This is an optimization exercise on Yosys and OpenROAD, whose aim is small area, not a production implementation.
Where RTL was checked, it was by simulation tests only, not by an equivalence proof against the original.
Power figures rest on the tool's default switching activity, not on a simulated workload.

==> v28: inputs <==
## merge
module merge (stopMerge, R_bg, G_bg, B_bg, R_sp, G_sp, B_sp, R_outRegA, G_outRegA, B_outRegA, R_outRegB, G_outRegB, B_outRegB, posX_bg, posY_bg, posX_sp, posY_sp, reset, clk, readVgaSelector,max_R_top, max_G_top, max_B_top, min_R_top, min_G_top, min_B_top, avg_R_top, avg_G_top, avg_B_top,
                        max_R_bottom, max_G_bottom, max_B_bottom, min_R_bottom, min_G_bottom, min_B_bottom, avg_R_bottom, avg_G_bottom, avg_B_bottom,
                        max_R_right, max_G_right, max_B_right, min_R_right, min_G_right, min_B_right, avg_R_right, avg_G_right, avg_B_right,
                        max_R_left, max_G_left, max_B_left, min_R_left, min_G_left, min_B_left, avg_R_left, avg_G_left, avg_B_left);
    input wire clk, reset, readVgaSelector;
    input wire [7:0] R_bg, G_bg, B_bg, R_sp, G_sp, B_sp;
    input wire [9:0] posX_bg, posY_bg, posX_sp, posY_sp;
    output reg [127:0] R_outRegA, G_outRegA, B_outRegA, R_outRegB, G_outRegB, B_outRegB;
    output wire [7:0] max_R_top, max_G_top, max_B_top, min_R_top, min_G_top, min_B_top, avg_R_top, avg_G_top, avg_B_top,
                        max_R_bottom, max_G_bottom, max_B_bottom, min_R_bottom, min_G_bottom, min_B_bottom, avg_R_bottom, avg_G_bottom, avg_B_bottom,
  ...
export LEC_CHECK = 0
export CAP_MARGIN = 20
export CORE_MARGIN = 2
export CORE_UTILIZATION = 40
export SLEW_MARGIN = 20
create_clock -name core_clock -period 10.0 [get_ports {clk}]
run.sh (not shown) runs the stock make flow with config.mk's settings and CLKGATE_MAP_FILE= SYNTH_SCRIPT=/design/flow/synth_recipe.tcl, a recipe that flattens the netlist after the stock synthesis.
==> inputs of v19, as changes to v28 <==
--- a/flow/design.v
+++ b/flow/design.v
@@ -8,14 +8,27 @@
     input wire [7:0] R_bg, G_bg, B_bg;
     input wire [9:0] ancora_bg_X, ancora_sp_X, ancora_bg_Y, ancora_sp_Y;
     output wire [7:0] max_R_top, max_G_top, max_B_top, min_R_top, min_G_top, min_B_top, avg_R_top, avg_G_top, avg_B_top;
     output wire [7:0] max_R_bottom, max_G_bottom, max_B_bottom, min_R_bottom, min_G_bottom, min_B_bottom, avg_R_bottom, avg_G_bottom, avg_B_bottom;
     output wire [7:0] max_R_right, max_G_right, max_B_right, min_R_right, min_G_right, min_B_right, avg_R_right, avg_G_right, avg_B_right;
     output wire [7:0] max_R_left, max_G_left, max_B_left, min_R_left, min_G_left, min_B_left, avg_R_left, avg_G_left, avg_B_left;
-    wire [10:0] dX = {1'b0, ancora_bg_X} - {1'b0, ancora_sp_X};
-    wire [10:0] dY = {1'b0, ancora_bg_Y} - {1'b0, ancora_sp_Y};
+    wire [10:0] dX, dY;
+    wire [10:0] bX, bY;
+    assign bX[0] = 1'b1;
+    assign bY[0] = 1'b1;
+    genvar b;
+    generate
+        for (b = 0; b < 10; b = b + 1) begin : sub
+            assign dX[b] = ancora_bg_X[b] ^ ~ancora_sp_X[b] ^ bX[b];
+            assign bX[b+1] = (ancora_bg_X[b] & ~ancora_sp_X[b]) | (bX[b] & (ancora_bg_X[b] ^ ~ancora_sp_X[b]));
+            assign dY[b] = ancora_bg_Y[b] ^ ~ancora_sp_Y[b] ^ bY[b];
+            assign bY[b+1] = (ancora_bg_Y[b] & ~ancora_sp_Y[b]) | (bY[b] & (ancora_bg_Y[b] ^ ~ancora_sp_Y[b]));
+        end
+    endgenerate
+    assign dX[10] = ~bX[10];
+    assign dY[10] = ~bY[10];
     wire inXY = ~dX[10] & ~|dX[9:4] & ~dY[10] & ~|dY[9:4];
     wire x0 = dX[3:0] == 4'd0;
     wire x15 = &dX[3:0];
     wire y0 = dY[3:0] == 4'd0;
     wire y15 = &dY[3:0];
     wire hit = inXY & (x0 | x15 | y0 | y15);
@@ -43,26 +56,37 @@
                     2'd0: begin selS = S[12*c +: 12];     selM = MX[8*c +: 8];     end
                     2'd1: begin selS = S[12*(3+c) +: 12]; selM = MX[8*(3+c) +: 8]; end
                     2'd2: begin selS = S[12*(6+c) +: 12]; selM = MX[8*(6+c) +: 8]; end
                     default: begin selS = S[12*(9+c) +: 12]; selM = MX[8*(9+c) +: 8]; end
                 endcase
             end
-            wire [11:0] nsum = selS + {4'd0, col};
-            wire gt = col > selM;
-            wire [11:0] wsum = rd ? 12'd0 : nsum;
-            wire [7:0]  wavg = rd ? 8'd0 : selS[11:4];
-            wire [7:0]  wcol = rd ? 8'd0 : col;
+            wire [11:0] nsum;
+            wire [12:0] cy;
+            wire [8:0]  gc;
+            assign cy[0] = 1'b0;
+            assign gc[0] = 1'b0;
+            for (b = 0; b < 12; b = b + 1) begin : add
+                wire cb = (b < 8) ? col[b] : 1'b0;
+                assign nsum[b] = selS[b] ^ cb ^ cy[b];
+                assign cy[b+1] = (selS[b] & cb) | (cy[b] & (selS[b] ^ cb));
+            end
+            for (b = 0; b < 8; b = b + 1) begin : cmp
+                assign gc[b+1] = (col[b] & ~selM[b]) | (gc[b] & ~(col[b] ^ selM[b]));
+            end
+            wire gt = gc[8];
             for (r = 0; r < 4; r = r + 1) begin : rg
-                wire upd = rd | (hd & (idx == r));
+                wire x  = hd & (idx == r);
+                wire xm = x & gt;
+                wire [11:0] wS = {12{ x & ~rd}};
+                wire [11:0] hS = {12{~x & ~rd}};
+                wire [7:0]  wM = {8{ xm & ~rd}};
+                wire [7:0]  hM = {8{~xm & ~rd}};
                 always @(posedge clk) begin
-                    if (upd) begin
-                        S[12*(3*r + c) +: 12] <= wsum;
-                        AV[8*(3*r + c) +: 8] <= wavg;
-                    end
-                    if (upd & (rd | gt))
-                        MX[8*(3*r + c) +: 8] <= wcol;
+                    S[12*(3*r + c) +: 12] <= (wS & nsum) | (hS & S[12*(3*r + c) +: 12]);
+                    AV[8*(3*r + c) +: 8]  <= (wS[7:0] & selS[11:4]) | (hS[7:0] & AV[8*(3*r + c) +: 8]);
+                    MX[8*(3*r + c) +: 8]  <= (wM & col) | (hM & MX[8*(3*r + c) +: 8]);
                 end
             end
         end
     endgenerate
     assign {max_B_top, max_G_top, max_R_top}          = MX[23:0];
     assign {max_B_bottom, max_G_bottom, max_R_bottom} = MX[47:24];
@@ -111,13 +135,12 @@
     reg full_A, full_B;
     assign stopMerge = readVgaSelector ? full_A : full_B;
     wire goA = iniciarMerge &  readVgaSelector & ~full_A;
     wire goB = iniciarMerge & ~readVgaSelector & ~full_B;
     wire trans = (R_sp == 8'h17) & (G_sp == 8'h17) & (B_sp == 8'h17);
     wire [23:0] pix  = trans ? {B_bg, G_bg, R_bg} : {B_sp, G_sp, R_sp};
-    wire [23:0] wpix = reset ? 24'd0 : pix;
     always @(posedge clk) begin
         if (reset) begin
             contadorA <= 4'd0;
             contadorB <= 4'd0;
             full_A <= 1'b0;
             full_B <= 1'b0;
@@ -133,25 +156,23 @@
             end
         end
     end
     genvar i;
     generate
         for (i = 0; i < 16; i = i + 1) begin : slot
-            wire weA = reset | (goA & (contadorA == i));
-            wire weB = reset | (goB & (contadorB == i));
+            wire xA = goA & (contadorA == i);
+            wire xB = goB & (contadorB == i);
+            wire [23:0] wA = {24{ xA & ~reset}};
+            wire [23:0] hA = {24{~xA & ~reset}};
+            wire [23:0] wB = {24{ xB & ~reset}};
+            wire [23:0] hB = {24{~xB & ~reset}};
             always @(posedge clk) begin
-                if (weA) begin
-                    R_outRegA[8*i +: 8] <= wpix[7:0];
-                    G_outRegA[8*i +: 8] <= wpix[15:8];
-                    B_outRegA[8*i +: 8] <= wpix[23:16];
-                end
-                if (weB) begin
-                    R_outRegB[8*i +: 8] <= wpix[7:0];
-                    G_outRegB[8*i +: 8] <= wpix[15:8];
-                    B_outRegB[8*i +: 8] <= wpix[23:16];
-                end
+                {B_outRegA[8*i +: 8], G_outRegA[8*i +: 8], R_outRegA[8*i +: 8]} <=
+                    (wA & pix) | (hA & {B_outRegA[8*i +: 8], G_outRegA[8*i +: 8], R_outRegA[8*i +: 8]});
+                {B_outRegB[8*i +: 8], G_outRegB[8*i +: 8], R_outRegB[8*i +: 8]} <=
+                    (wB & pix) | (hB & {B_outRegB[8*i +: 8], G_outRegB[8*i +: 8], R_outRegB[8*i +: 8]});
             end
         end
     endgenerate
     background_collision sprite01 (
         .clk(clk), .rst(reset),
         .R_bg(R_bg), .G_bg(G_bg), .B_bg(B_bg),
==> flow/flow/run.sh (new file) <==
#!/bin/bash
# Standard ORFS layout; the port buffers are the smallest buffer cell, the
# clock tree uses small clock buffers and no dummy loads.
set -euo pipefail
bash standard.sh \
  "BUFFER_PORTS_ARGS=-buffer_cell sky130_fd_sc_hd__buf_1" \
  "CTS_ARGS=-sink_clustering_enable -repair_clock_nets -buf_list {sky130_fd_sc_hd__clkbuf_4} -dont_use_dummy_load -sink_clustering_size 10 -sink_clustering_max_diameter 35" \
  SKIP_REPAIR_TIE_FANOUT=1 \
  finish > standard_make.log 2>&1
==> flow/standard.sh (new file) <==
#!/bin/bash
# synth_recipe.tcl (not shown) runs the flow's synth.tcl, then flattens the netlist and writes it again
# the make line also repeats each setting of config.mk as NAME=value (left out here)
make -C /OpenROAD-flow-scripts/flow DESIGN_CONFIG=/design/flow/config.mk WORK_HOME=/design/flow/orfs CLKGATE_MAP_FILE= SYNTH_SCRIPT=/design/flow/synth_recipe.tcl "${@:-finish}"
Settings changed: CAP_MARGIN 20 to 5, PLACE_DENSITY from default to 0.85, SLEW_MARGIN 20 to 5.
removed: flow/run.sh
==> inputs of v29, as changes to v28 <==
--- a/flow/design.v
+++ b/flow/design.v
@@ -45,24 +45,23 @@
                     2'd2: begin selS = S[12*(6+c) +: 12]; selM = MX[8*(6+c) +: 8]; end
                     default: begin selS = S[12*(9+c) +: 12]; selM = MX[8*(9+c) +: 8]; end
                 endcase
             end
             wire [11:0] nsum = selS + {4'd0, col};
             wire gt = col > selM;
-            wire [11:0] wsum = rd ? 12'd0 : nsum;
-            wire [7:0]  wavg = rd ? 8'd0 : selS[11:4];
-            wire [7:0]  wcol = rd ? 8'd0 : col;
             for (r = 0; r < 4; r = r + 1) begin : rg
-                wire upd = rd | (hd & (idx == r));
+                wire x  = hd & (idx == r);
+                wire xm = x & gt;
+                wire [11:0] wS = {12{ x & ~rd}};
+                wire [11:0] hS = {12{~x & ~rd}};
+                wire [7:0]  wM = {8{ xm & ~rd}};
+                wire [7:0]  hM = {8{~xm & ~rd}};
                 always @(posedge clk) begin
-                    if (upd) begin
-                        S[12*(3*r + c) +: 12] <= wsum;
-                        AV[8*(3*r + c) +: 8] <= wavg;
-                    end
-                    if (upd & (rd | gt))
-                        MX[8*(3*r + c) +: 8] <= wcol;
+                    S[12*(3*r + c) +: 12] <= (wS & nsum) | (hS & S[12*(3*r + c) +: 12]);
+                    AV[8*(3*r + c) +: 8]  <= (wS[7:0] & selS[11:4]) | (hS[7:0] & AV[8*(3*r + c) +: 8]);
+                    MX[8*(3*r + c) +: 8]  <= (wM & col) | (hM & MX[8*(3*r + c) +: 8]);
                 end
             end
         end
     endgenerate
     assign {max_B_top, max_G_top, max_R_top}          = MX[23:0];
     assign {max_B_bottom, max_G_bottom, max_R_bottom} = MX[47:24];
@@ -111,13 +110,12 @@
     reg full_A, full_B;
     assign stopMerge = readVgaSelector ? full_A : full_B;
     wire goA = iniciarMerge &  readVgaSelector & ~full_A;
     wire goB = iniciarMerge & ~readVgaSelector & ~full_B;
     wire trans = (R_sp == 8'h17) & (G_sp == 8'h17) & (B_sp == 8'h17);
     wire [23:0] pix  = trans ? {B_bg, G_bg, R_bg} : {B_sp, G_sp, R_sp};
-    wire [23:0] wpix = reset ? 24'd0 : pix;
     always @(posedge clk) begin
         if (reset) begin
             contadorA <= 4'd0;
             contadorB <= 4'd0;
             full_A <= 1'b0;
             full_B <= 1'b0;
@@ -133,25 +131,23 @@
             end
         end
     end
     genvar i;
     generate
         for (i = 0; i < 16; i = i + 1) begin : slot
-            wire weA = reset | (goA & (contadorA == i));
-            wire weB = reset | (goB & (contadorB == i));
+            wire xA = goA & (contadorA == i);
+            wire xB = goB & (contadorB == i);
+            wire [23:0] wA = {24{ xA & ~reset}};
+            wire [23:0] hA = {24{~xA & ~reset}};
+            wire [23:0] wB = {24{ xB & ~reset}};
+            wire [23:0] hB = {24{~xB & ~reset}};
             always @(posedge clk) begin
-                if (weA) begin
-                    R_outRegA[8*i +: 8] <= wpix[7:0];
-                    G_outRegA[8*i +: 8] <= wpix[15:8];
-                    B_outRegA[8*i +: 8] <= wpix[23:16];
-                end
-                if (weB) begin
-                    R_outRegB[8*i +: 8] <= wpix[7:0];
-                    G_outRegB[8*i +: 8] <= wpix[15:8];
-                    B_outRegB[8*i +: 8] <= wpix[23:16];
-                end
+                {B_outRegA[8*i +: 8], G_outRegA[8*i +: 8], R_outRegA[8*i +: 8]} <=
+                    (wA & pix) | (hA & {B_outRegA[8*i +: 8], G_outRegA[8*i +: 8], R_outRegA[8*i +: 8]});
+                {B_outRegB[8*i +: 8], G_outRegB[8*i +: 8], R_outRegB[8*i +: 8]} <=
+                    (wB & pix) | (hB & {B_outRegB[8*i +: 8], G_outRegB[8*i +: 8], R_outRegB[8*i +: 8]});
             end
         end
     endgenerate
     background_collision sprite01 (
         .clk(clk), .rst(reset),
         .R_bg(R_bg), .G_bg(G_bg), .B_bg(B_bg),
==> flow/flow/run.sh (new file) <==
#!/bin/bash
# Standard ORFS layout; the port buffers are the smallest buffer cell and the
# clock tree uses clkbuf_4.
set -euo pipefail
bash standard.sh \
  "BUFFER_PORTS_ARGS=-buffer_cell sky130_fd_sc_hd__buf_1" \
  "CTS_BUF_LIST=sky130_fd_sc_hd__clkbuf_4" \
  finish > standard_make.log 2>&1
==> flow/standard.sh (new file) <==
#!/bin/bash
# synth_recipe.tcl (not shown) runs the flow's synth.tcl, then flattens the netlist and writes it again
# the make line also repeats each setting of config.mk as NAME=value (left out here)
make -C /OpenROAD-flow-scripts/flow DESIGN_CONFIG=/design/flow/config.mk WORK_HOME=/design/flow/orfs CLKGATE_MAP_FILE= SYNTH_SCRIPT=/design/flow/synth_recipe.tcl "${@:-finish}"
removed: flow/run.sh
==> notes <==
Clock skew: v29 is lower than v19 (47 ps).
Between v29 and v19, the lower via count is in v19 (gap 8.2%, measured against v19).
Clock power: v29 is larger than v19 (83%).
Against v19, the cell area of v28 is larger by 25%.
The lowest critical path depth belongs to v29, the highest to v19.
Worst setup slack: v29 > v28 > v19.
In flip-flop and latch count, v28 and v29 do not differ.
Of v28 and v29, v28 has the higher power (gap about 40%, measured against v29).
The lowest count of clock-buffer cells in the layout belongs to v28, the highest to v29.
The lowest wire length belongs to v28, the highest to v29.
The highest sequential share of layout area belongs to v28, the lowest to v29.
==> figures <==
item	v29	v28	v19
Status	no timing/DRC/antenna violations	no timing/DRC/antenna violations	no timing/DRC/antenna violations
Arr. time, crit path	3190 ps	3580 ps	7220 ps
Via Count	38.3k	24.4k	35.4k
Last weighted congestion value of the routability-driven placer	0.897	0.914	0.949
Post-layout minimum cycle time	5190 ps	5580 ps	6340 ps
Average wire per standard cell	25.5 um	30.9 um	27.5 um
Number of flops mapped to enable cells by yosys	0	1104	0
Multi-input combinational cell count	2810	803	2056
Met1 routed wirelength after detailed routing	70600 um	52500 um	56000 um
Pre-CTS WS	4650 ps	4420 ps	2810 ps
Cells after synthesis	4365	2102	3684
Clk. pwr	4.14 mW	4.34 mW	2.26 mW
Starting DRC count in detailed routing	3856	2317	4498
Worst Path Max Fanout	14	12	39
HPWL Detailed	125000 um	103000 um	111000 um
Required time at the worst-slack endpoint	8000 ps	8000 ps	10870 ps
Standard-cell row count	118	117	116
Worst-case setup margin in the final layout	4810 ps	4420 ps	3660 ps
Register clock-pin slew on the reported worst setup and hold paths	60 ps	60 ps	100 ps
Clock-cell share	0.0743	0.0660	0.0264
Seq group	4.71 mW	6.28 mW	4.71 mW
Reg2Reg Capture Point	sprite01.S[59]$_DFF_P_	sprite01.MX[55]$_DFFE_PP_	sprite01.S[143]$_DFF_P_
Antenna diodes	8	7	9
No functional check of the RTL was part of v29.

## port drivers added, routing unchanged
How much do the figures lean on ideal ports? The routed layouts below were timed once more, with nothing changed but the port constraints.
Step 1: set_driving_cell puts a clkbuf_16 on clk and a buf_2 on each other input, an assumption about the parent block.
Step 2 adds t to the input delays and takes it off the output delays; t is the mean of the earliest and latest rising clock arrival at the registers after step 1. Input paths then give back, and output paths get back, about the clock's delay inside the block.
a / b / c = ideal ports / drivers / drivers and shift; a / b = the first two.
| run | t, ns | setup WS [ns] | clock arrival spread, ns |
|---|---|---|---|
| v28 | 0.774 | 4.421 / 4.378 / 4.378 | 0.048 / 0.048 |
| v19 | 1.125 | 3.659 / 3.659 / 2.818 | 0.201 / 0.202 |
| v29 | 1.196 | 4.807 / 4.779 / 4.596 | 0.123 / 0.123 |
After both steps setup and hold are still met in every run listed. The setup slack of v19, which loses most, moves by 0.000 ns with the drivers and by -0.841 ns with both steps.
